From an optimization exercise on the open Yosys and OpenROAD flow, aimed at small area, a short achievable clock period and few clock cycles per item; shortcuts taken in it are not production practice.
RTL that was checked went through simulation tests only; none was proved equivalent to the original.
The RTL of runs 1 and 2 was laid out without a check of its function.
Power figures rest on the tool's default switching activity, not on a simulated workload.

<file path="flow/config.mk">
export PLATFORM = sky130hd
export DESIGN_NAME = simple_ALU
export DESIGN_NICKNAME = simple_ALU
export VERILOG_FILES = /design/flow/design.v
export SDC_FILE = /design/flow/constraint.sdc
export NUM_CORES = 4
export LEC_CHECK = 0
export CAP_MARGIN = 20
export CORE_MARGIN = 2
export CORE_UTILIZATION = 40
export SLEW_MARGIN = 20
</file>
<file path="flow/constraint.sdc">
create_clock -name core_clock -period 9.0 [get_ports {i_clk}]
set_input_delay 1.8000 -clock core_clock [delete_from_list [all_inputs] [get_ports {i_clk}]]
set_output_delay 1.8000 -clock core_clock [all_outputs]
set_load 0.01 [all_outputs]
</file>
<file path="flow/design.v">
`timescale 1ns / 1ns
module simple_ALU(input i_clk,
                  input i_rst,
                  input logic  [15:0] i_memData,
                  output logic [15:0] o_memData,
                  output logic [15:0] o_memAddr,
                  output logic o_memWrEnable);
  localparam logic [1:0] S_FETCH = 2'd0,
                         S_DEC   = 2'd1,
                         S_RD1   = 2'd2,
                         S_RD2   = 2'd3;
  logic [1:0]  state;
  logic [5:0]  addr;       
  logic [15:0] wdata;      
  logic        we;         
  logic        kv;         
  logic        first;      
  logic [5:0]  pc;         
  logic        stale;      
  logic [5:0]  rd;         
  logic [5:0]  rs;         
  logic        twoRd;      
  logic        cmpB;       
  logic [15:0] breg;       
  logic        opAdd, opSh, opAnd, opOr, opXor;
  logic        sub, left, arith;
  assign o_memAddr     = {10'd0, addr};
  assign o_memData     = wdata;
  assign o_memWrEnable = we;
  wire [15:0] x = i_memData;
  wire [15:0] y = breg;
  wire [16:0] sum   = {x, 1'b1} + {y ^ {16{sub}}, sub};
  wire        fill  = arith & x[15];
  wire [15:0] shin, shres;
  genvar gi;
  generate
    for (gi = 0; gi < 16; gi++) begin : g_rev
      assign shin[gi]  = left ? x[15-gi] : x[gi];
      assign shres[gi] = left ? shx[15-gi] : shx[gi];
    end
  endgenerate
  wire [31:0] shw = {{16{fill}}, shin} >> y[3:0];
  wire [15:0] shx = shw[15:0];
  wire [15:0] alu = ({16{opAdd}} & sum[16:1])
                  | ({16{opSh}}  & shres)
                  | ({16{opAnd}} & (x & y))
                  | ({16{opOr}}  & (x | y))
                  | ({16{opXor}} & (x ^ y));
  wire [15:0] ins   = i_memData;
  wire [2:0]  dFn   = ins[14:12];
  wire [5:0]  dRd   = ins[11:6];
  wire [5:0]  dRs   = ins[5:0];
  wire        dImm  = ins[15];
  wire        aK    = kv & (dRd == addr);
  wire        bF    = ~dImm & kv & (dRs == addr);
  wire        bK    = dImm | bF;
  wire        comm  = (dFn == 3'd0) | (dFn[2] & (dFn[1:0] != 2'd0));
  wire        shift = (dFn == 3'd2) | (dFn == 3'd3) | (dFn == 3'd4);
  wire        eqRR  = (dRd == dRs);
  wire        same  = ~aK & ~bK & eqRR & ~shift;
  wire        bOnly = aK & ~bK & comm;
  wire        two   = ~bK & ~same & ~bOnly;      
  wire        none  = aK & bK;
  wire [5:0]  pcNext = pc + 6'd1;
  wire [15:0] bVal  = dImm ? {10'd0, dRs} : wdata;
  wire        bBig  = dImm ? (dRs[5:4] != 2'd0) : (|wdata[15:4]);
  always_ff @(posedge i_clk) begin
    if (i_rst) begin
      state <= S_FETCH;
      addr  <= 6'd0;
      we    <= 1'b0;
      kv    <= 1'b0;
      first <= 1'b1;
      pc    <= 6'd0;
      stale <= 1'b0;
    end else begin
      case (state)
        S_FETCH: begin
          wdata <= alu;
          we    <= ~first;
          kv    <= ~first;
          first <= 1'b0;
          addr  <= rd;
          pc    <= addr;
          stale <= ~first & (rd == addr);
          state <= S_DEC;
        end
        S_DEC: begin
          we    <= 1'b0;
          if (stale) begin
            stale <= 1'b0;
          end else begin
            rd    <= dRd;
            rs    <= dRs;
            twoRd <= two;
            cmpB  <= two;
            sub   <= (dFn == 3'd1) & ~same;
            left  <= (dFn == 3'd4);
            arith <= (dFn == 3'd2);
            opAdd <= (dFn[2:1] == 2'd0) & ~same;
            opSh  <= (shift & ~(bK & bBig & (dFn != 3'd2)))
                   | (same & (dFn == 3'd0));
            opAnd <= (dFn == 3'd5) | (same & (dFn == 3'd1 | dFn == 3'd7));
            opOr  <= (dFn == 3'd6);
            opXor <= (dFn == 3'd7) & ~same;
            if (same)
              breg <= (dFn == 3'd0) ? 16'd1 : (dFn == 3'd5) ? 16'hFFFF : 16'd0;
            else
              breg <= (shift & bBig) ? 16'd15 : bVal;
            if (same) begin
              left <= 1'b1;
              arith <= 1'b0;
            end
            if (two) begin
              addr  <= dRs;
              state <= S_RD1;
            end else if (none) begin
              addr  <= pcNext;
              state <= S_FETCH;
            end else begin
              addr  <= bOnly ? dRs : dRd;
              state <= S_RD2;
            end
          end
        end
        S_RD1: begin
          addr  <= rd;
          state <= S_RD2;
        end
        default: begin   
          if (cmpB) begin
            breg <= (opSh & |i_memData[15:4]) ? 16'd15 : i_memData;
            if (|i_memData[15:4] & ~arith) opSh <= 1'b0;
          end
          addr  <= pcNext;
          state <= S_FETCH;
        end
      endcase
    end
  end
endmodule
</file>
<file path="flow/flow/run.sh">
#!/bin/bash
set -euo pipefail
bash standard.sh SETUP_SLACK_MARGIN=6.5 finish > standard.log 2>&1
</file>
<file path="flow/standard.sh">
#!/bin/bash
# synth_recipe.tcl (not shown) runs the flow's synth.tcl, then flattens the netlist and writes it again
# the make line also repeats each setting of config.mk as NAME=value (left out here)
make -C /OpenROAD-flow-scripts/flow DESIGN_CONFIG=/design/flow/config.mk WORK_HOME=/design/flow/orfs CLKGATE_MAP_FILE= SYNTH_SCRIPT=/design/flow/synth_recipe.tcl "${@:-finish}"
</file>
==> reports/qor.yml, run 1 <==
critPathRequiredTime_ns: 9.08
fin_crit_sh: 0.398
fp.coreArea_um2: 16300
cts_max_path_buffers: 2
hpwl_um: 16400
gr-usage-all-layers: 0.285
crit_chain: "buf_8 -> buf_12 -> mux2_4 -> mux4_2 -> nand2_2 -> and3_4 -> a21oi_4 -> or4_1"
ios: 51
netlist_instances: 777
cts-hold-fix-buffers: 0
fp.dieArea_um2: 17600
cp_data_arrival_time_ns: 3.65
yosysTopAreaCell: "edfxtp_1"
reg2reg_slack_ns: 5.74
worstMarginPinSlew_ns: 0.991
switching_share: 0.365
synth_area_um2: 6620
synth_seq_cells: 65
drt_iter0_drc: 730
vias: 6745
ant_nets: 0
crit_path_start: "i_memData[15]"
drive_gt1_frac: 0.368
slew_viol_final: 0
vias_per_cell: 6.19
synthFlopType: "edfxtp_1"
clockRootBuffer: "clkbuf_16"
start_util: 0.405
htree_levels: 3
grt_max_degree: 33
dp.cells: 977
wl_um: 25400
p_int_w: 0.000784
nets: 934
antenna_found_initial: 0
fin_tns_setup_ns: 0
async_reset_ff_frac: 0
die_width_um: 133
die_h_um: 133
insertion_delay_ns: 0.34
switchingPower_w: 0.000450
drcViolationCount: 0
grt_pass1_vias: 6580
synth_top_area_share: 0.213
yosysWarnings: 1
r2r_start: "breg[1]"
power_density_nw_per_um2: 134
setup_viol: 0
fin_crit_ns: 3.58
p_clk_frac: 0.303
firstDrtPassIters: 5
endpoint: "wdata[15]"
end_kind: "register"
holdCritPathClass: "register to register"
fin_skew_ns: 0.00749
cp_max_fo: 6
leakagePower_nw: 3.60
path_class: "input port to register"
synth_edf_count: 47
final_cells: 1089
cts_buffers: 9
cts.sink_count: 65
comb_power_share: 0.391
rows: 47
p_seq_frac: 0.306
status: "complete, no violations"
synthTopCellsByArea: "edfxtp_1 (21%), ha_1 (9.8%), dfxtp_1 (5.4%)"
grt_pass1_wl_um: 38700
gr-total-overflow: 0
cpPeakStageDelay_ns: 0.51
grt_setup_unrepaired: "yes"
port_buffers: 40
cts_tree: "yes"
seq_area_frac_synth: 0.268
wl_per_cell_um: 23.3
max-cap-violations: 0
final_hold_viol_count: 0
ys_types: 72
syn_to_final_growth_pct: 38.9
max_slew_margin: 0.339
r2r-end: "wdata[15]"
clk_pin_slew_worst_paths_ns: 0.06
vdd_drop_max_mv: 0.0798
fmax_mhz: 279
worstSetupStartpointType: "input port"
slowest_stage: "or4_1"
synth.avg_cell_area_um2: 8.52
place.gp.congestion: 0.940
r2r_cells: 8
n_antenna_cell: 0
per-stage QoR:
step / hold WS (ns) / utilization / instance area [um^2] / setup WS (ns) / power, W
CTS: 0.447 / 0.539 / 8820 / 5.46 / 0.00120
global placement: 0.432 / 0.441 / 7200 / 4.09 / 0.000735
global route: 0.494 / 0.562 / 9190 / 5.39 / 0.00129
finish: 0.454 / 0.562 / 9190 / 5.42 / 0.00123
detailed placement: 0.438 / 0.441 / 7200 / 4.01 / 0.000741
floorplan: 0.423 / - / 7050 / 5.31 / 0.000642
cells by family after synthesis:
group                      Yosys count  share of synthesized area
DFF                                 65                      0.268
xor gates and xnor gates            59                     0.0781
muxes                               37                     0.0912
AOI/OAI and AO/OA                  229                      0.232
and+or+nand+nor                    217                      0.154
buffers and inverters              117                     0.0785
adders and majority gates           52                     0.0983
other                                1                   0.000567
flip-flops by register name, indices dropped and copies added (netlist names):
name   cells
we         1
rd         6
breg      16
wdata     16
addr       6
opAdd      1
pc         6
stale      1
opSh       1
opOr       1
opAnd      1
left       1
cmpB       1
first      1
arith      1
kv         1
state      2
opXor      1
sub        1
power by group through the flow:
stage / registers [W] / clock network [W] / logic [W]
after global routing: 0.000381 / 0.000390 / 0.000515
after floorplan: 0.000372 / 0 / 0.000270
after global placement: 0.000391 / 0 / 0.000344
after CTS: 0.000377 / 0.000375 / 0.000446
after detailed placement: 0.000391 / 0 / 0.000350
final: 0.000378 / 0.000373 / 0.000482
per-layer routing:
layer | GRT usage | vias to the layer above | wire, um
met2 | 0.455 | 407 | 11700
met3 | 0.0559 | 77 | 2510
met5 | 0 | - | 0
met1 | 0.385 | 3254 | 10300
li1 | - | 3007 | -
met4 | 0.103 | 0 | 937
Yosys cell counts (7+ instances only):
cell,instances
nand2_1,88
nor4_1,12
buf_2,15
o211ai_1,14
a211oi_1,9
mux2_2,8
clkbuf_1,36
nor3_1,14
a21boi_1,10
buf_4,13
nand2b_1,9
o21ai_0,57
nor2_1,43
dfxtp_1,18
o21a_1,8
mux4_2,10
inv_1,40
a21oi_1,54
nand3_1,14
mux2i_1,13
xor2_1,41
edfxtp_1,47
o221ai_1,7
ha_1,52
xnor2_1,18
cells in the final DEF, fill, tap and decap left out, types with 32 or more instances in the layout:
cell type,count
a21oi_1,38
buf_4,67
buf_6,32
edfxtp_1,47
ha_1,41
inv_1,38
nand2_1,74
nor2_1,40
o21ai_0,43
xor2_1,37
what timing repair did:
item                       CTS  global route
gates resized for setup    352            55
setup buffers               77            16
setup endpoints to repair  135            87
pin swaps                   46            42
cloned                       3             0
worst min-delay path by stage:
stage	from	to	slack, ns	cells after the start
floorplan	first	first	0.42	2
global placement	first	first	0.43	2
detailed placement	first	first	0.44	2
CTS	first	first	0.45	2
global route	first	first	0.49	2
finish	first	first	0.45	2
critical path, delay by kind of cell:
family / cells / cell delay, ns
buffers and inverters: 2 / 0.22
muxes: 2 / 0.77
and+or+nand+nor: 3 / 0.79
AOI/OAI and AO/OA: 1 / 0.07
area by class of cell:
class | count | area (um^2)
clock inverters | 7 | 76.3
inverters | 43 | 163
clock buffers | 9 | 225
repair buffers | 140 | 1430
multi-input cells | 605 | 5220
fillers | 1441 | 7160
well taps | 220 | 275
flip-flops and latches | 65 | 1800
==> inputs of run 2 (changes only) <==
==> flow/run.sh (new file) <==
#!/bin/bash
# synth_recipe.tcl (not shown) runs the flow's synth.tcl, then flattens the netlist and writes it again
# the make line also repeats each setting of config.mk as NAME=value (left out here)
make -C /OpenROAD-flow-scripts/flow DESIGN_CONFIG=/design/flow/config.mk WORK_HOME=/design/flow/orfs CLKGATE_MAP_FILE= SYNTH_SCRIPT=/design/flow/synth_recipe.tcl finish
--- a/flow/config.mk
+++ b/flow/config.mk
@@ -9,3 +9,4 @@
 export CORE_MARGIN = 2
 export CORE_UTILIZATION = 40
+export SETUP_SLACK_MARGIN = 5
 export SLEW_MARGIN = 20
removed: flow/flow/run.sh
removed: flow/standard.sh
==> reports/qor.yml, run 2 <==
synthTopCellsByCount: "nand2_1 (88), o21ai_0 (57), a21oi_1 (54)"
synth_xor_area_frac: 0.0781  # unchanged
status: "complete, no violations"
antenna_found_initial: 0  # unchanged
synth_seq_cells: 65  # unchanged
mostFrequentLayoutCells: "nand2_1 (88), o21ai_0 (56), a21oi_1 (53)"
drive_gt1_frac: 0.114  # -0.254
gr-usage-all-layers: 0.254  # -0.0309
yosysWarnings: 1  # unchanged
grt_pass1_vias: 6021  # -8.5%
insertion_delay_ns: 0.35  # about the same
synth_area_um2: 6620  # unchanged
critPathRequiredTime_ns: 9.09  # about the same
ant_nets: 0  # unchanged
cp_data_arrival_time_ns: 4.08  # +0.43 ns
power_density_nw_per_um2: 147  # +9.8%
holdPathStages: 2  # unchanged
worstMarginPinSlew_ns: 1.12  # +0.131 ns
drt_iter0_drc: 740  # +1.4%
vias: 6346  # -5.9%
path_class: "input port to register"
setup_viol: 0  # unchanged
cts_tree: "yes"
end_kind: "register"
synthTopCellsByArea: "edfxtp_1 (21%), ha_1 (9.8%), dfxtp_1 (5.4%)"
synth_compound_area_frac: 0.232  # unchanged
wl_per_cell_um: 22.9  # -1.8%
seq_area_frac_synth: 0.268  # unchanged
hpwl_um: 16000  # -2.5%
synthSimpleGateAreaFrac: 0.154  # unchanged
start_util: 0.405  # unchanged
clk_pin_slew_worst_paths_ns: 0.06  # about the same
largestRegisters: "breg (16), wdata (16)"
r2r_cells: 8  # unchanged
cts_max_path_buffers: 2  # unchanged
die_h_um: 133  # unchanged
grt_pass1_wl_um: 35000  # -9.5%
netlist_instances: 777  # unchanged
max-cap-violations: 0  # unchanged
fin_crit_ns: 3.99  # +0.409 ns
leakagePower_nw: 2.90  # -20%
muxShareOfSynthArea: 0.0911  # unchanged
drcViolationCount: 0  # unchanged
synth_most_common_cell: "nand2_1"
holdCritPathClass: "register to register"
die_width_um: 133  # unchanged
vias_per_cell: 6.36  # +2.7%
worstSetupStartpointType: "input port"
final_hold_viol_count: 0  # unchanged
syn_to_final_growth_pct: 12.6
gr-total-overflow: 0  # unchanged
fp.coreArea_um2: 16300  # unchanged
cts_buffers: 9  # unchanged
clockRootBuffer: "clkbuf_16"
fmax_mhz: 251  # -10%
grt_max_degree: 33  # unchanged
synth_top_family_by_area: "compound AO/OA/AOI/OAI gates"
synthFlopType: "edfxtp_1"
cts.sink_count: 65  # unchanged
port_buffers: 40  # unchanged
ys_types: 72  # unchanged
synth_top_area_share: 0.213  # unchanged
async_reset_ff_frac: 0  # unchanged
slew_viol_final: 0  # unchanged
nets: 843  # -9.7%
n_antenna_cell: 0  # unchanged
synthAdderAreaFrac: 0.0983  # unchanged
fp.dieArea_um2: 17600  # unchanged
mostFrequentLayoutCell: "nand2_1"
synth.avg_cell_area_um2: 8.52  # unchanged
fin_tns_setup_ns: 0  # unchanged
htree_levels: 3  # unchanged
firstDrtPassIters: 6  # +1
ios: 51  # unchanged
fin_crit_sh: 0.443  # +0.0454
max_slew_margin: 0.252  # -0.0870
fin_skew_ns: 0.00975  # +0.00225 ns
place.gp.congestion: 0.968  # +3.0%
final_core_util: 0.456  # -0.106
cp_max_fo: 13  # +7
cts-hold-fix-buffers: 0  # unchanged
rows: 47  # unchanged
vdd_drop_max_mv: 0.0717  # -10%
synth_edf_count: 47  # unchanged
yosysTopAreaCell: "edfxtp_1"
wl_um: 22800  # -10%
grt_setup_unrepaired: "no"
## run 2: cell count changes in the layout (fill, tap and decap cells not counted), moves of 13 or more
cell             previous run  this run
nand2_1                    74        88
buf_4                      67         7
buf_6                      32         0
a21oi_1                    38        53
o21ai_0                    43        56
buf_12                     15         2
clkdlybuf4s50_1             0        24
## run 2: per-stage QoR
step / hold slack [ns] / instance area (um^2) / total power, W / instances / setup WS [ns]
after floorplan: 0.423 / 6650 / 0.000617 / 786 / 5.08
after global placement: 0.431 / 7030 / 0.000719 / 979 / 3.94
after detailed placement: 0.451 / 7030 / 0.000724 / 979 / 3.94
after CTS: 0.459 / 7360 / 0.00108 / 996 / 4.90
after global routing: 0.480 / 7450 / 0.00113 / 998 / 5.00
final: 0.454 / 7450 / 0.00110 / 998 / 5.01
## run 2: cell families (layout without fill, tap and decap cells)
kind of cell / after synthesis / in the layout
AND/OR/NAND/NOR: 217 / 217
XOR/XNOR: 59 / 59
adder cells (fa/ha/maj): 52 / 52
AO/OA/AOI/OAI: 229 / 229
multiplexers: 37 / 37
other: 1 / 10
buffers and inverters: 117 / 109
flip-flops: 65 / 65
## run 2: path summary, 6_finish.rpt
path | startpoint | endpoint | slack (ns)
setup / recovery | i_memData[13] | wdata[13] | 5.01
hold / removal | first | first | 0.45
setup reg to reg | sub | wdata[15] | 5.32
hold reg to reg | first | first | 0.45
## run 2: layout make-up
cell class / count / area (um^2)
fill: 1607 / 8900
multi-input combinational: 604 / 4470
clock inverter: 7 / 61.3
tap: 220 / 275
timing repair buffer: 50 / 478
inverter: 43 / 161
clock buffer: 9 / 225
sequential: 65 / 1770
## run 2: critical path, stage by stage
cell and delay (ns):
clkdlybuf4s15_2 0.35, mux4_1 0.62, mux2_2 0.29, a22o_1 0.21, a31oi_1 0.21, o221ai_1 0.29
a211o_1 0.31
## run 2: repair_timing
| action | CTS | global route |
|---|---|---|
| cloned | 0 | 1 |
| hold endpoints to repair | 0 | 0 |
| pin swaps | 2 | 2 |
| setup endpoints to repair | 43 | 26 |
| resized for setup | 53 | 33 |
| setup buffers | 1 | 1 |
## run 2: metal layers
| metal | vias up | global-route usage | share of wire |
|---|---|---|---|
| met5 | - | 0 | 0 |
| met3 | 50 | 0.0291 | 0.11 |
| met1 | 3077 | 0.360 | 0.41 |
| li1 | 2810 | - | - |
| met4 | 0 | 0.0860 | 0.021 |
| met2 | 409 | 0.404 | 0.46 |
## run 2: power breakdown
part | switching [W] | total [W] | leakage (nW) | internal (W)
clock | 0.000145 | 0.000356 | 0.134 | 0.000211
combinational | 0.000211 | 0.000356 | 2.18 | 0.000146
sequential | 0.0000357 | 0.000385 | 0.578 | 0.000350
==> inputs of run 3 (changes only) <==
--- a/flow/design.v
+++ b/flow/design.v
@@ -31,4 +31,5 @@
   wire [15:0] y = breg;
   wire [16:0] sum   = {x, 1'b1} + {y ^ {16{sub}}, sub};
+  wire        big   = |y[15:4];
   wire        fill  = arith & x[15];
   wire [15:0] shin, shres;
@@ -41,5 +42,5 @@
   endgenerate
   wire [31:0] shw = {{16{fill}}, shin} >> y[3:0];
-  wire [15:0] shx = shw[15:0];
+  wire [15:0] shx = big ? {16{fill}} : shw[15:0];
   wire [15:0] alu = ({16{opAdd}} & sum[16:1])
                   | ({16{opSh}}  & shres)
@@ -63,6 +64,4 @@
   wire        none  = aK & bK;
   wire [5:0]  pcNext = pc + 6'd1;
-  wire [15:0] bVal  = dImm ? {10'd0, dRs} : wdata;
-  wire        bBig  = dImm ? (dRs[5:4] != 2'd0) : (|wdata[15:4]);
   always_ff @(posedge i_clk) begin
     if (i_rst) begin
@@ -99,6 +98,5 @@
             arith <= (dFn == 3'd2);
             opAdd <= (dFn[2:1] == 2'd0) & ~same;
-            opSh  <= (shift & ~(bK & bBig & (dFn != 3'd2)))
-                   | (same & (dFn == 3'd0));
+            opSh  <= shift | (same & (dFn == 3'd0));
             opAnd <= (dFn == 3'd5) | (same & (dFn == 3'd1 | dFn == 3'd7));
             opOr  <= (dFn == 3'd6);
@@ -106,6 +104,8 @@
             if (same)
               breg <= (dFn == 3'd0) ? 16'd1 : (dFn == 3'd5) ? 16'hFFFF : 16'd0;
+            else if (dImm)
+              breg <= {10'd0, dRs};
             else
-              breg <= (shift & bBig) ? 16'd15 : bVal;
+              breg <= wdata;
             if (same) begin
               left <= 1'b1;
@@ -129,8 +129,5 @@
         end
         default: begin   
-          if (cmpB) begin
-            breg <= (opSh & |i_memData[15:4]) ? 16'd15 : i_memData;
-            if (|i_memData[15:4] & ~arith) opSh <= 1'b0;
-          end
+          if (cmpB) breg <= i_memData;
           addr  <= pcNext;
           state <= S_FETCH;
--- a/flow/config.mk
+++ b/flow/config.mk
@@ -9,4 +9,3 @@
 export CORE_MARGIN = 2
 export CORE_UTILIZATION = 40
-export SETUP_SLACK_MARGIN = 5
 export SLEW_MARGIN = 20
==> reports/qor.yml, run 3 <==
status: "complete, no violations"
start_util: 0.411  # +0.00595
max-cap-violations: 0  # unchanged
cp_max_fo: 15  # +2
switchingPower_w: 0.000341  # -13%
cts_tree: "yes"
path_class: "input port to register"
cts_max_path_buffers: 2  # unchanged
end_kind: "register"
wl_met2_um: 9150  # -13%
seq_area_frac_synth: 0.283  # +0.0150
leakagePower_nw: 2.80  # -3.4%
synthTopCellsByCount: "nand2_1 (79), ha_1 (52), a21oi_1 (49), nor2_1 (49), edfxtp_1 (47)"
wl_met1_um: 9000  # -3.6%
top_layer_used: "met4"
netlist_instances: 717  # -7.7%
fin_skew_ns: 0.00946  # -0.000292 ns
comb_power_share: 0.279  # -0.045
worstMarginPinSlew_ns: 1.07  # -0.0511 ns
endpoint: "breg[12]"
worstSetupStartpointType: "input port"
synth_edf_count: 47  # unchanged
async_reset_ff_frac: 0  # unchanged
drcViolationCount: 0  # unchanged
gr-total-overflow: 0  # unchanged
largestRegisters: "breg (16), wdata (16)"
power_density_nw_per_um2: 148  # +0.39%
n_antenna_cell: 0  # unchanged
final_hold_viol_count: 0  # unchanged
fin_crit_sh: 0.554  # +0.111
cts_buffers: 9  # unchanged
ys_types: 68  # -5.6%
vdd_drop_max_mv: 0.0916  # +28%
synthTopCellsByArea: "edfxtp_1 (23%), ha_1 (10%), dfxtp_1 (5.8%)"
ant_nets: 0  # unchanged
holdCritPathClass: "register to register"
gr-usage-all-layers: 0.246  # -0.00790
grt_setup_unrepaired: "no"
synth_seq_cells: 65  # unchanged
wl_per_cell_um: 21.6  # -5.8%
grt_pass1_wl_um: 31000  # -11%
fp.dieArea_um2: 16700  # -5.1%
r2r_cells: 7  # -1
ios: 51  # unchanged
fmax_mhz: 201  # -20%
synth_most_common_cell: "nand2_1"
syn_to_final_growth_pct: 11.6
p_clk_frac: 0.354  # +0.029
firstDrtPassIters: 5  # -1
mostFrequentLayoutCell: "nand2_1"
wl_met3_um: 1710  # -31%
synthFlopType: "edfxtp_1"
vias: 5636  # -11%
p_seq_frac: 0.367  # +0.016
fin_crit_ns: 4.99  # +0.999 ns
wl_um: 20200  # -11%
clockRootBuffer: "clkbuf_16"
drt_iter0_drc: 538  # -27%
fin_tns_setup_ns: 0  # unchanged
grt_pass1_vias: 5254  # -13%
critPathRequiredTime_ns: 9.02  # -0.07 ns
yosysWarnings: 1  # unchanged
synth_area_um2: 6270  # -5.3%
die_h_um: 129  # -2.6%
drive_gt1_frac: 0.0701  # -0.0443
p_int_w: 0.000694  # -1.7%
nets: 793  # -5.9%
fp.coreArea_um2: 15300  # -6.7%
htree_levels: 3  # unchanged
max_slew_margin: 0.284  # +0.0315
grt_max_degree: 23  # -30%
post_cts_resized: 0  # -100%
crit_path_start: "i_memData[9]"
die_width_um: 129  # -2.6%
holdWs_ns: 0.455  # +0.000257 ns
synth_top_area_share: 0.225  # +0.0119
setup_viol: 0  # unchanged
cp_data_arrival_time_ns: 5.01  # +0.93 ns
mostFrequentLayoutCells: "nand2_1 (79), ha_1 (52), nor2_1 (49), a21oi_1 (49), edfxtp_1 (47)"
slew_viol_final: 0  # unchanged
cts-hold-fix-buffers: 0  # unchanged
vias_per_cell: 6.00  # -5.6%
rows: 45  # -4.3%
antenna_found_initial: 0  # unchanged
synth.avg_cell_area_um2: 8.74  # +2.6%
r2r_start: "breg[14]"
hpwl_um: 15100  # -5.3%
r2r-end: "wdata[12]"
reg2reg_slack_ns: 5.38  # +0.06 ns
place.gp.congestion: 0.918  # -5.2%
yosysTopAreaCell: "edfxtp_1"
port_buffers: 40  # unchanged
clk_pin_slew_worst_paths_ns: 0.06  # about the same
switching_share: 0.329  # -0.0274
cts.sink_count: 65  # unchanged
cts_setup_buffers: 0  # -1
insertion_delay_ns: 0.34  # about the same
==> run 3: cell count changes in the layout (fill, tap and decap cells not counted), moves of 6 or more <==
cell and change:
o21a_1 -6, a21boi_1 -10, mux2i_1 +6, nor2_1 +6
o31ai_1 +6, nand2_1 -9, clkdlybuf4s50_1 +16, o21ai_0 -18
a22oi_1 +8
==> run 3: cell type report <==
class / count / area [um^2]
Timing Repair Buffer: 48 / 460
Tap cell: 211 / 264
Clock buffer: 13 / 293
Clock inverter: 3 / 17.5
Sequential cell: 65 / 1770
Fill cell: 1441 / 8260
Multi-Input combinational cell: 553 / 4020
Inverter: 46 / 173
==> run 3: cell families after synthesis <==
logic type,synth area share
mux,0.0911
fa+ha+maj,0.104
simple gates,0.156
compound gates,0.200
xor+xnor,0.0825
flops,0.283
other cells,0.000598
buf+inv,0.0835
==> run 3: critical path, cell delays in order <==
cell             delay, ns
clkdlybuf4s50_1       0.79
xnor2_1               0.18
nand4_1               0.18
or4_1                 0.58
nand3_1               0.41
nor3_1                0.08
nor2_1                0.82
a22oi_1               0.16
==> run 3: power by group through the flow <==
stage | Combinational, W | Clock, W | Sequential, W
6_report | 0.000289 | 0.000367 | 0.000380
3_5_place_dp | 0.000283 | 0 | 0.000385
5_1_grt | 0.000315 | 0.000382 | 0.000382
4_1_cts | 0.000285 | 0.000368 | 0.000379
2_1_floorplan | 0.000210 | 0 | 0.000367
3_3_place_gp | 0.000277 | 0 | 0.000385
==> run 3: how the worst min path moves through the flow <==
stage | to | slack (ns) | cells past startpoint | startpoint
floorplan | first | 0.43 | 1 | first
global placement | first | 0.44 | 1 | first
detailed placement | first | 0.45 | 1 | first
CTS | first | 0.46 | 1 | first
global route | first | 0.48 | 1 | first
finish | first | 0.45 | 1 | first
==> run 3: metal layers <==
metal  global-route usage  up-vias
met5                    0        -
met4               0.0716        0
met3               0.0355       27
met2                0.383      279
met1                0.358     2713
li1                     -     2617
==> run 3: through the flow <==
stage,utilization,power [W],worst slack (ns),cell area [um^2],instances
3_3_place_gp,0.438,0.000662,3.84,6680,922
5_1_grt,0.458,0.00108,3.75,6990,939
4_1_cts,0.458,0.00103,4.06,6990,938
3_5_place_dp,0.438,0.000668,3.72,6680,922
2_1_floorplan,-,0.000577,5.13,6300,726
6_report,0.458,0.00104,4.01,6990,939
Testbench counts of run 3, summed over its fixed seeds: cycles 486,726, instrs 160,000.
==> inputs of run 4 (changes only) <==
--- a/flow/config.mk
+++ b/flow/config.mk
@@ -9,3 +9,4 @@
 export CORE_MARGIN = 2
 export CORE_UTILIZATION = 40
+export SETUP_SLACK_MARGIN = 5
 export SLEW_MARGIN = 20
==> reports/qor.yml, run 4 <==
n_antenna_cell: 0  # unchanged
grt_setup_unrepaired: "yes"
max_slew_margin: 0.294  # +0.0106
holdWs_ns: 0.453  # -0.00189 ns
slowest_stage: "clkdlybuf4s18_2"
fin_skew_ns: 0.00755  # -0.00191 ns
top_layer_used: "met4"
r2r_cells: 7  # unchanged
rows: 45  # unchanged
synth_most_common_cell: "nand2_1"
cts-hold-fix-buffers: 0  # unchanged
mostFrequentLayoutCells: "nand2_1 (79), ha_1 (50), nor2_1 (48)"
crit_chain: "clkdlybuf4s18_2 -> inv_1 -> o31ai_4 -> mux2i_1 -> a211o_1 -> a21oi_1 -> o221ai_1 -> nand4_1"
start_util: 0.411  # unchanged
gr-usage-all-layers: 0.248  # +0.00158
antenna_found_initial: 0  # unchanged
path_class: "input port to register"
vias: 5704  # +1.2%
yosysTopAreaCell: "edfxtp_1"
firstDrtPassIters: 5  # unchanged
end_kind: "register"
fin_crit_sh: 0.443  # -0.111
wl_um: 20300  # +0.27%
wl_per_cell_um: 21.6  # +0.27%
synth.avg_cell_area_um2: 8.74  # unchanged
fin_crit_ns: 3.99  # -0.995 ns
synth_top_area_share: 0.225  # unchanged
nets: 793  # unchanged
worstSetupStartpointType: "input port"
vdd_drop_max_mv: 0.0923  # +0.68%
status: "complete, no violations"
cp_data_arrival_time_ns: 4.18  # -0.83 ns
drive_gt1_frac: 0.114  # +0.0440
min_to: "first"
leakagePower_nw: 2.82  # +0.90%
drcViolationCount: 0  # unchanged
worstMarginPinSlew_ns: 1.05  # -0.0216 ns
insertion_delay_ns: 0.34  # about the same
synth_edf_count: 47  # unchanged
async_reset_ff_frac: 0  # unchanged
htree_levels: 3  # unchanged
gr-total-overflow: 0  # unchanged
clk_pin_slew_worst_paths_ns: 0.06  # about the same
grt_max_degree: 23  # unchanged
port_buffers: 40  # unchanged
r2r_start: "breg[14]"
reg2reg_slack_ns: 5.34  # -0.04 ns
critPathRequiredTime_ns: 9.19  # +0.17 ns
synthTopCellsByCount: "nand2_1 (79), ha_1 (52), a21oi_1 (49), nor2_1 (49), edfxtp_1 (47)"
place.gp.congestion: 0.918  # unchanged
clockRootBuffer: "clkbuf_16"
synthTopCellsByArea: "edfxtp_1 (23%), ha_1 (10%), dfxtp_1 (5.8%)"
r2r-end: "wdata[12]"
fin_tns_setup_ns: 0  # unchanged
die_width_um: 129  # unchanged
grt_pass1_vias: 5322  # +1.3%
synth_area_um2: 6270  # unchanged
ios: 51  # unchanged
seq_area_frac_synth: 0.283  # unchanged
nFillCells: 1437  # -0.28%
die_h_um: 129  # unchanged
ant_nets: 0  # unchanged
synthFlopType: "edfxtp_1"
drt_iter0_drc: 566  # +5.2%
cts_max_path_buffers: 2  # unchanged
vias_per_cell: 6.07  # +1.2%
cts.sink_count: 65  # unchanged
cts_buffers: 9  # unchanged
largestRegisters: "breg (16), wdata (16)"
hpwl_um: 15100  # unchanged
wl_met1_um: 8770  # -2.5%
syn_to_final_growth_pct: 13.0
power_density_nw_per_um2: 147  # -0.65%
fmax_mhz: 251  # +25%
grt_pass1_wl_um: 31200  # +0.71%
cp_max_fo: 15  # unchanged
wl_met3_um: 1890  # +10%
fin_ws_ns: 5.01  # +0.995 ns
max-cap-violations: 0  # unchanged
cts_tree: "yes"
wl_met2_um: 9270  # +1.3%
mostFrequentLayoutCell: "nand2_1"
fp.dieArea_um2: 16700  # unchanged
holdPathStages: 1  # unchanged
final_hold_viol_count: 0  # unchanged
holdCritPathClass: "register to register"
yosysWarnings: 1  # unchanged
ys_types: 68  # unchanged
slew_viol_final: 0  # unchanged
min_from: "first"
pre_cts_slack_ns: 3.72  # unchanged
cpPeakStageDelay_ns: 0.43  # -0.39 ns
fp.coreArea_um2: 15300  # unchanged
total_power_w: 0.00104  # +0.56%
netlist_instances: 717  # unchanged
synth_seq_cells: 65  # unchanged
setup_viol: 0  # unchanged
## run 4: cell count changes in the layout (fill, tap and decap cells not counted), moves of 2 or more
cell	before	now
nor4_2	0	2
nor4_1	7	5
buf_2	0	9
clkdlybuf4s15_2	0	3
ha_1	52	50
clkdlybuf4s50_1	40	24
o31ai_2	0	2
nor3_1	15	13
a21oi_2	0	2
clkbuf_2	0	3
nor3_2	1	3
o31ai_1	8	5
a21oi_1	49	47
ha_4	0	2
## run 4: area by class of cell
cell class	instances	area [um^2]	share of cell area
Inverter	46	173	0.0244
Sequential cell	65	1770	0.250
Timing Repair Buffer	48	417	0.0589
Clock buffer	13	293	0.0414
Tap cell	211	264	0.0373
Multi-Input combinational cell	553	4140	0.585
Clock inverter	3	17.5	0.00247
## run 4: worst max-delay path, delay by kind of cell
kind,cells,cell delay [ns]
buffers and inverters,2,0.68
and+or+nand+nor,1,0.22
AOI/OAI and AO/OA,4,1.23
muxes,1,0.23
## run 4: power breakdown
part,switching [W],leakage [nW],total [W],internal [W]
Sequential,0.0000326,0.579,0.000380,0.000347
Combinational,0.000174,2.09,0.000296,0.000122
Clock,0.000138,0.157,0.000366,0.000228
Total,0.000344,2.82,0.00104,0.000697
## run 4: timing repair
| action | CTS | global route |
|---|---|---|
| setup buffers | 1 | 0 |
| setup endpoints to repair | 44 | 24 |
| gates resized for setup | 74 | 14 |
| endpoints found under the hold margin | 0 | 0 |
| pin swaps | 1 | 1 |
## run 4: per-layer routing
metal | up-vias | GRT usage
met5 | - | 0
met4 | 0 | 0.0723
met3 | 35 | 0.0400
met2 | 271 | 0.386
met1 | 2783 | 0.357
li1 | 2615 | -
## run 4: worst max path at each step
stage | startpoint | end | slack, ns | cells past startpoint
2_1_floorplan | i_memData[3] | wdata[12] | 5.13 | 6
3_3_place_gp | i_memData[10] | breg[15] | 3.84 | 7
3_5_place_dp | i_memData[7] | breg[12] | 3.72 | 8
4_1_cts | i_memData[13] | wdata[12] | 5.00 | 6
5_1_grt | i_memData[15] | wdata[14] | 4.98 | 8
6_report | i_memData[15] | wdata[14] | 5.01 | 8
## run 4: kinds of logic (layout without fill, tap and decap cells)
logic type	after synthesis	after routing	share of synthesized area
buf+inv	108	110	0.0835
flops	65	65	0.283
simple gates	210	210	0.156
fa+ha+maj	52	52	0.104
mux	37	37	0.0911
xor+xnor	59	59	0.0825
other cells	1	10	0.000598
compound gates	185	185	0.200
## run 4: stage by stage
| step | area [um^2] | std cells | util |
|---|---|---|---|
| after global placement | 6680 | 922 | 0.438 |
| after CTS | 7080 | 939 | 0.464 |
| after global routing | 7080 | 939 | 0.464 |
| after floorplan | 6300 | 726 | - |
| after detailed placement | 6680 | 922 | 0.438 |
| final | 7080 | 939 | 0.464 |
==> inputs of run 5 (changes only) <==
==> flow/flow/run.sh (new file) <==
#!/bin/bash
# Standard layout, with plain buffers (not delay cells) on the ports.
# Full make output goes to standard.log here; ORFS keeps each step's log
# under orfs/logs/.
set -euo pipefail
bash standard.sh "BUFFER_PORTS_ARGS=-buffer_cell sky130_fd_sc_hd__buf_2" finish > standard.log 2>&1
==> flow/standard.sh (new file) <==
#!/bin/bash
# synth_recipe.tcl (not shown) runs the flow's synth.tcl, then flattens the netlist and writes it again
# the make line also repeats each setting of config.mk as NAME=value (left out here)
make -C /OpenROAD-flow-scripts/flow DESIGN_CONFIG=/design/flow/config.mk WORK_HOME=/design/flow/orfs CLKGATE_MAP_FILE= SYNTH_SCRIPT=/design/flow/synth_recipe.tcl "${@:-finish}"
--- a/flow/config.mk
+++ b/flow/config.mk
@@ -9,4 +9,5 @@
 export CORE_MARGIN = 2
 export CORE_UTILIZATION = 40
+export CTS_BUF_LIST = sky130_fd_sc_hd__clkbuf_8
 export SETUP_SLACK_MARGIN = 5
 export SLEW_MARGIN = 20
removed: flow/run.sh
==> reports/qor.yml, run 5 <==
muxShareOfSynthArea: 0.0911  # unchanged
synthSimpleGateAreaFrac: 0.156  # unchanged
vdd_drop_max_mv: 0.0842  # -8.8%
largestRegisters: "breg (16), wdata (16)"
synthTopCellsByCount: "nand2_1 (79), ha_1 (52), a21oi_1 (49), nor2_1 (49), edfxtp_1 (47)"
netlist_instances: 717  # unchanged
fmax_mhz: 251  # +0.25%
p_seq_frac: 0.417  # +0.052
port_buffers: 40  # unchanged
switching_share: 0.362  # +0.0313
hpwl_um: 15000  # -0.97%
power_density_nw_per_um2: 136  # -7.8%
vias_per_cell: 6.10  # +0.42%
path_depth: 6  # -2
synth_xor_area_frac: 0.0825  # unchanged
max_slew_margin: 0.374  # +0.0791
die_h_um: 129  # unchanged
cp_data_arrival_time_ns: 4.09  # -0.09 ns
cts_tree: "yes"
holdPathStages: 2  # +1
cp_top_family: "multiplexers"
drt_iter0_drc: 604  # +6.7%
synth_edf_count: 47  # unchanged
pre_cts_slack_ns: 4.20  # +0.477 ns
async_reset_ff_frac: 0  # unchanged
r2r_cells: 7  # unchanged
htree_levels: 3  # unchanged
drive_gt1_frac: 0.127  # +0.0127
gr-total-overflow: 0  # unchanged
final_hold_viol_count: 0  # unchanged
switchingPower_w: 0.000328  # -4.7%
holdCritPathClass: "register to register"
crit_buf_inv: 1  # -1
critPathRequiredTime_ns: 9.11  # -0.08 ns
nFillCells: 1448  # +0.77%
synth.avg_cell_area_um2: 8.74  # unchanged
drcViolationCount: 0  # unchanged
start_util: 0.411  # unchanged
p_int_w: 0.000578  # -17%
setup_viol: 0  # unchanged
grt_pass1_wl_um: 30800  # -1.4%
ys_types: 68  # unchanged
yosysTopAreaCell: "edfxtp_1"
n_antenna_cell: 0  # unchanged
mostFrequentLayoutCell: "nand2_1"
vias: 5716  # +0.21%
fp.dieArea_um2: 16700  # unchanged
yosysWarnings: 1  # unchanged
slew_viol_final: 0  # unchanged
die_width_um: 129  # unchanged
max-cap-violations: 0  # unchanged
synth_top_area_share: 0.225  # unchanged
cpPeakStageDelay_ns: 0.56  # +0.13 ns
cts_buffers: 9  # unchanged
grt_pass1_vias: 5286  # -0.68%
cts_max_path_buffers: 2  # unchanged
synthTopCellsByArea: "edfxtp_1 (23%), ha_1 (10%), dfxtp_1 (5.8%)"
grt_setup_unrepaired: "no"
antenna_found_initial: 0  # unchanged
firstDrtPassIters: 5  # unchanged
fin_ws_ns: 5.02  # +0.00977 ns
worstSetupStartpointType: "input port"
end_kind: "register"
synth_top_family_by_area: "compound AO/OA/AOI/OAI gates"
fin_crit_ns: 3.98  # -0.00977 ns
leakagePower_nw: 2.74  # -2.9%
wl_um: 20100  # -1.1%
clk_pin_slew_worst_paths_ns: 0.07  # about the same
clockRootBuffer: "clkbuf_8"
synth_area_um2: 6270  # unchanged
syn_to_final_growth_pct: 6.73
mostFrequentLayoutCells: "nand2_1 (79), ha_1 (52), nor2_1 (48)"
fin_tns_setup_ns: 0  # unchanged
crit_chain: "buf_2 -> mux4_2 -> mux4_2 -> a221oi_2 -> o31ai_1 -> or3_1"
fp.coreArea_um2: 15300  # unchanged
synthFlopType: "edfxtp_1"
seq_area_frac_synth: 0.283  # unchanged
insertion_delay_ns: 0.38  # +0.04 ns
cts.sink_count: 65  # unchanged
path_class: "input port to register"
status: "complete, no violations"
wl_per_cell_um: 21.4  # -0.89%
synthAdderAreaFrac: 0.104  # unchanged
rows: 45  # unchanged
place.gp.congestion: 0.951  # +3.5%
gr-usage-all-layers: 0.245  # -0.00350
synth_seq_cells: 65  # unchanged
fin_crit_sh: 0.442  # -0.00109
slowest_stage: "mux4_2"
fin_skew_ns: 0.0108  # +0.00322 ns
comb_power_share: 0.310  # +0.026
worstMarginPinSlew_ns: 0.931  # -0.118 ns
synth_most_common_cell: "nand2_1"
synth_compound_area_frac: 0.200  # unchanged
grt_max_degree: 26  # +13%
p_clk_frac: 0.274  # -0.077
crit_path_frequent_cell: "mux4_2"
ios: 51  # unchanged
cp_max_fo: 12  # -3
ant_nets: 0  # unchanged
nets: 791  # -0.25%
run 5: routing by layer:
layer / vias up / GRT usage / share of wire
met5: - / 0 / 0
met4: 0 / 0.0844 / 0.024
met3: 36 / 0.0582 / 0.095
met2: 300 / 0.376 / 0.45
met1: 2776 / 0.338 / 0.43
li1: 2604 / - / -
run 5: worst register-to-register path: stages, from the launching register on:
cell and delay, ns:
edfxtp_1 0.48, nor4_1 0.83, nand4_1 0.63, nor2_1 0.40
mux2i_1 0.31, and2_1 0.17, o31ai_1 0.16, or3_1 0.45
run 5: final cells by class:
type	count	area [um^2]	share of cell area
Multi-Input combinational cell	553	4050	0.606
Sequential cell	65	1770	0.265
Tap cell	211	264	0.0395
Timing Repair Buffer	46	245	0.0367
Inverter	46	173	0.0258
Clock buffer	9	124	0.0185
Clock inverter	7	56.3	0.00842
run 5: final timing paths:
check / from / end / slack (ns)
min: pc[5] / pc[5] / 0.48
max: i_memData[1] / wdata[12] / 5.02
max reg2reg: breg[13] / wdata[12] / 5.31
min reg2reg: pc[5] / pc[5] / 0.48
run 5: logic make-up after synthesis:
logic type,Yosys count
AOI/OAI and AO/OA,185
xor gates and xnor gates,59
adders and majority gates,52
buffers and inverters,108
DFF,65
muxes,37
other,1
and+or+nand+nor,210
run 5: power groups by stage:
stage	clock (W)	combinational [W]	sequential, W
finish	0.000248	0.000281	0.000378
global route	0.000264	0.000306	0.000380
CTS	0.000249	0.000274	0.000377
detailed placement	0	0.000271	0.000383
global placement	0	0.000267	0.000383
floorplan	0	0.000210	0.000367
run 5: metrics by stage:
step                      utilization  total power [W]  area, um^2  instances  hold slack (ns)
after floorplan                     -         0.000577        6300        726            0.427
after global placement          0.424         0.000650        6470        921            0.436
after detailed placement        0.424         0.000655        6470        921            0.457
after CTS                       0.437         0.000900        6670        937            0.479
after global routing            0.438         0.000950        6690        937            0.496
final                           0.438         0.000906        6690        937            0.478
run 5: timing repair:
action                     4_1_cts  5_1_grt
hold buffers                     0        0
gates cloned                     0        0
gates resized for setup          4        4
setup endpoints to repair       17       18
buffers inserted                 0        0
==> inputs of run 6 (changes only) <==
==> flow/flow/run.sh (replaced) <==
#!/bin/bash
# Standard layout, with plain buffers (not delay cells) on the ports and the
# timing repair aiming at 5.5 ns of setup slack.
# Full make output goes to standard.log here; ORFS keeps each step's log
# under orfs/logs/.
set -euo pipefail
bash standard.sh "BUFFER_PORTS_ARGS=-buffer_cell sky130_fd_sc_hd__buf_2" SETUP_SLACK_MARGIN=5.5 finish > standard.log 2>&1
--- a/flow/config.mk
+++ b/flow/config.mk
@@ -10,4 +10,3 @@
 export CORE_UTILIZATION = 40
 export CTS_BUF_LIST = sky130_fd_sc_hd__clkbuf_8
-export SETUP_SLACK_MARGIN = 5
 export SLEW_MARGIN = 20
==> reports/qor.yml, run 6 <==
power_density_nw_per_um2: 132  # -2.5%
gr-usage-all-layers: 0.258  # +0.0131
fin_ws_ns: 5.31  # +0.289 ns
cts-hold-fix-buffers: 0  # unchanged
gr-total-overflow: 0  # unchanged
grt_pass1_wl_um: 32500  # +5.4%
mostFrequentLayoutCell: "nand2_1"
synth_seq_cells: 65  # unchanged
synth_edf_count: 47  # unchanged
drcViolationCount: 0  # unchanged
syn_to_final_growth_pct: 21.1
met1_usage: 0.355  # +0.0168
slew_viol_final: 0  # unchanged
crit_buf_inv: 1  # unchanged
synthSimpleGateAreaFrac: 0.156  # unchanged
dp.cells: 920  # -0.11%
holdPathStages: 1  # -1
largestRegisters: "breg (16), wdata (16)"
die_h_um: 129  # unchanged
synth_top_area_share: 0.225  # unchanged
worstSetupStartpointType: "input port"
grt_setup_unrepaired: "yes"
clockRootBuffer: "clkbuf_8"
cpPeakStageDelay_ns: 0.55  # about the same
ios: 51  # unchanged
fin_crit_ns: 3.69  # -0.289 ns
vias: 5878  # +2.8%
synth_top_family_by_area: "compound AO/OA/AOI/OAI gates"
reg2reg_slack_ns: 5.84  # +0.53 ns
r2r-end: "wdata[15]"
synthTopCellsByArea: "edfxtp_1 (23%), ha_1 (10%), dfxtp_1 (5.8%)"
cp_max_fo: 11  # -1
synth_compound_area_frac: 0.200  # unchanged
fp.coreArea_um2: 15300  # unchanged
rows: 45  # unchanged
end_kind: "register"
final_hold_viol_count: 0  # unchanged
async_reset_ff_frac: 0  # unchanged
clk_pin_slew_worst_paths_ns: 0.07  # about the same
p_seq_frac: 0.379  # -0.038
nets: 829  # +4.8%
seq_area_frac_synth: 0.283  # unchanged
fp.dieArea_um2: 16700  # unchanged
hpwl_um: 15200  # +1.1%
p_int_w: 0.000653  # +13%
crit_chain: "buf_6 -> mux4_2 -> mux4_2 -> a221oi_4 -> o31ai_4 -> or3_1"
comb_power_share: 0.337  # +0.027
setup_viol: 0  # unchanged
synth.avg_cell_area_um2: 8.74  # unchanged
synth_xor_area_frac: 0.0825  # unchanged
gr-usage-met2: 0.384  # +0.00805
start_util: 0.411  # unchanged
fin_crit_sh: 0.410  # -0.0321
die_width_um: 129  # unchanged
ys_types: 68  # unchanged
switchingPower_w: 0.000350  # +6.7%
min_to: "first"
synth_most_common_cell: "nand2_1"
vdd_drop_max_mv: 0.0797  # -5.3%
cts_tree: "yes"
grt_max_degree: 32  # +23%
insertion_delay_ns: 0.36  # -0.02 ns
pre_cts_slack_ns: 4.44  # +0.241 ns
leakagePower_nw: 3.06  # +12%
grt.busiest_layer: "met2"
cp_data_arrival_time_ns: 3.80  # -0.29 ns
crit_path_frequent_cell: "mux4_2"
path_class: "input port to register"
synthFlopType: "edfxtp_1"
grt_pass1_vias: 5613  # +6.2%
slowest_stage: "mux4_2"
yosysWarnings: 1  # unchanged
mostFrequentLayoutCells: "nand2_1 (78), nor2_1 (47), edfxtp_1 (47)"
min_from: "first"
p_clk_frac: 0.284  # +0.010
yosysTopAreaCell: "edfxtp_1"
wl_um: 21400  # +6.7%
vias_per_cell: 6.03  # -1.2%
fin_tns_setup_ns: 0  # unchanged
worstMarginPinSlew_ns: 0.864  # -0.0669 ns
grtUsageMet3: 0.0665  # +0.00826
fin_skew_ns: 0.00767  # -0.00310 ns
r2r_start: "breg[2]"
synthTopCellsByCount: "nand2_1 (79), ha_1 (52), a21oi_1 (49), nor2_1 (49), edfxtp_1 (47)"
holdCritPathClass: "register to register"
cts.sink_count: 65  # unchanged
n_antenna_cell: 0  # unchanged
final_cells: 975  # +4.1%
drive_gt1_frac: 0.250  # +0.123
cts_buffers: 9  # unchanged
r2r_cells: 9  # +2
wl_per_cell_um: 22.0  # +2.5%
fmax_mhz: 271  # +7.8%
muxShareOfSynthArea: 0.0911  # unchanged
cp_top_family: "multiplexers"
port_buffers: 40  # unchanged
firstDrtPassIters: 7  # +2
max-cap-violations: 0  # unchanged
htree_levels: 3  # unchanged
place.gp.congestion: 0.936  # -1.5%
status: "complete, no violations"
ant_nets: 0  # unchanged
critPathRequiredTime_ns: 9.10  # about the same
switching_share: 0.349  # -0.0129
cts_max_path_buffers: 2  # unchanged
synthAdderAreaFrac: 0.104  # unchanged
netlist_instances: 717  # unchanged
drt_iter0_drc: 539  # -11%
antenna_found_initial: 0  # unchanged
synth_area_um2: 6270  # unchanged
max_slew_margin: 0.419  # +0.0450
## run 6: changes by cell type in the layout (fill, tap and decap cells not counted), sizes merged
cell    change
inv         -4
clkinv      +2
clkbuf      +1
buf        +38
bufinv      +1
## run 6: cell type report
type,count,area [um^2]
multi-input combinational,553,4460
sequential,65,1770
timing repair buffer,84,702
clock buffer,10,138
tap,211,264
clock inverter,6,82.6
fill,1416,7670
inverter,46,176
## run 6: repair_timing
action | in CTS | in global routing
resized for setup | 79 | 40
setup endpoints to repair | 36 | 38
buffers inserted | 23 | 15
pin swaps | 20 | 25
## run 6: routing by layer
layer / part of all wire / up-vias / wire, um
met4: 0.034 / 0 / 720
li1: - / 2682 / -
met1: 0.42 / 2848 / 9060
met5: 0 / - / 0
met3: 0.10 / 47 / 2160
met2: 0.44 / 301 / 9470
## run 6: worst max path at each step
stage                        startpoint         to  slack [ns]  depth (start not counted)
final                     i_memData[13]  wdata[12]        5.31                          6
after global routing       i_memData[3]  wdata[12]        5.29                          6
after CTS                  i_memData[3]  wdata[12]        5.32                          6
after detailed placement   i_memData[8]    breg[0]        4.44                          8
after global placement     i_memData[8]    breg[0]        4.54                          8
after floorplan            i_memData[3]  wdata[12]        5.21                          6
## run 6: worst register-to-register path: cells and delay by family, from the launching register on
kind,cells,cell delay [ns]
AOI/OAI and AO/OA,6,1.21
xor gates and xnor gates,2,0.37
adders and majority gates,1,0.38
DFF,1,0.92
## run 6: per-stage QoR
stage	instance area, um^2	utilization	total power, W	hold WS (ns)
after global placement	6570	0.430	0.000656	0.439
after global routing	7590	0.497	0.00105	0.489
after detailed placement	6570	0.430	0.000662	0.446
after CTS	7290	0.478	0.000980	0.464
after floorplan	6450	-	0.000586	0.427
final	7590	0.497	0.00100	0.459
## run 6: cells by family (layout without fill, tap and decap cells)
kind of cell | Yosys count | in the layout
AOI/OAI and AO/OA | 185 | 185
DFF | 65 | 65
muxes | 37 | 37
xor gates and xnor gates | 59 | 59
adders and majority gates | 52 | 52
buffers and inverters | 108 | 146
other | 1 | 10
and+or+nand+nor | 210 | 210
## run 6: power groups by stage
stage / clock (W) / combinational, W / sequential [W]
floorplan: 0 / 0.000218 / 0.000367
global placement: 0 / 0.000271 / 0.000386
detailed placement: 0 / 0.000276 / 0.000386
CTS: 0.000287 / 0.000313 / 0.000380
global route: 0.000301 / 0.000367 / 0.000382
finish: 0.000285 / 0.000338 / 0.000380

## static timing again, ports no longer ideal
Ports are ideal in the flow. The routed layouts listed here were re-timed in OpenROAD. Step 1: set_driving_cell puts a clkbuf_16 on i_clk and a buf_2 on each other input, an assumption about the parent block. Step 2 adds t to the input delays and takes it off the output delays; t is the mean of the earliest and latest rising clock arrival at the registers after step 1. Input paths then give back, and output paths get back, about the clock's delay inside the block. a / b / c = ideal ports / drivers / drivers and shift; a / b = the first two.
run | shift t [ns] | slack for setup (ns) | hold slack, ns
run 1 | 0.380 | 5.421 / 5.418 / 5.038 | 0.454 / 0.454 / 0.454
run 2 | 0.384 | 5.013 / 5.034 / 4.650 | 0.454 / 0.454 / 0.454
run 3 | 0.369 | 4.014 / 4.008 / 3.639 | 0.455 / 0.455 / 0.455
run 4 | 0.369 | 5.009 / 5.009 / 4.639 | 0.453 / 0.453 / 0.453
run 5 | 0.408 | 5.019 / 5.034 / 4.625 | 0.478 / 0.478 / 0.478
run 6 | 0.391 | 5.307 / 5.301 / 4.910 | 0.459 / 0.459 / 0.459
After both steps every run listed still meets setup and hold. For run 6, which loses most, drivers alone change the setup slack by -0.006 ns; drivers and shift together by -0.397 ns.
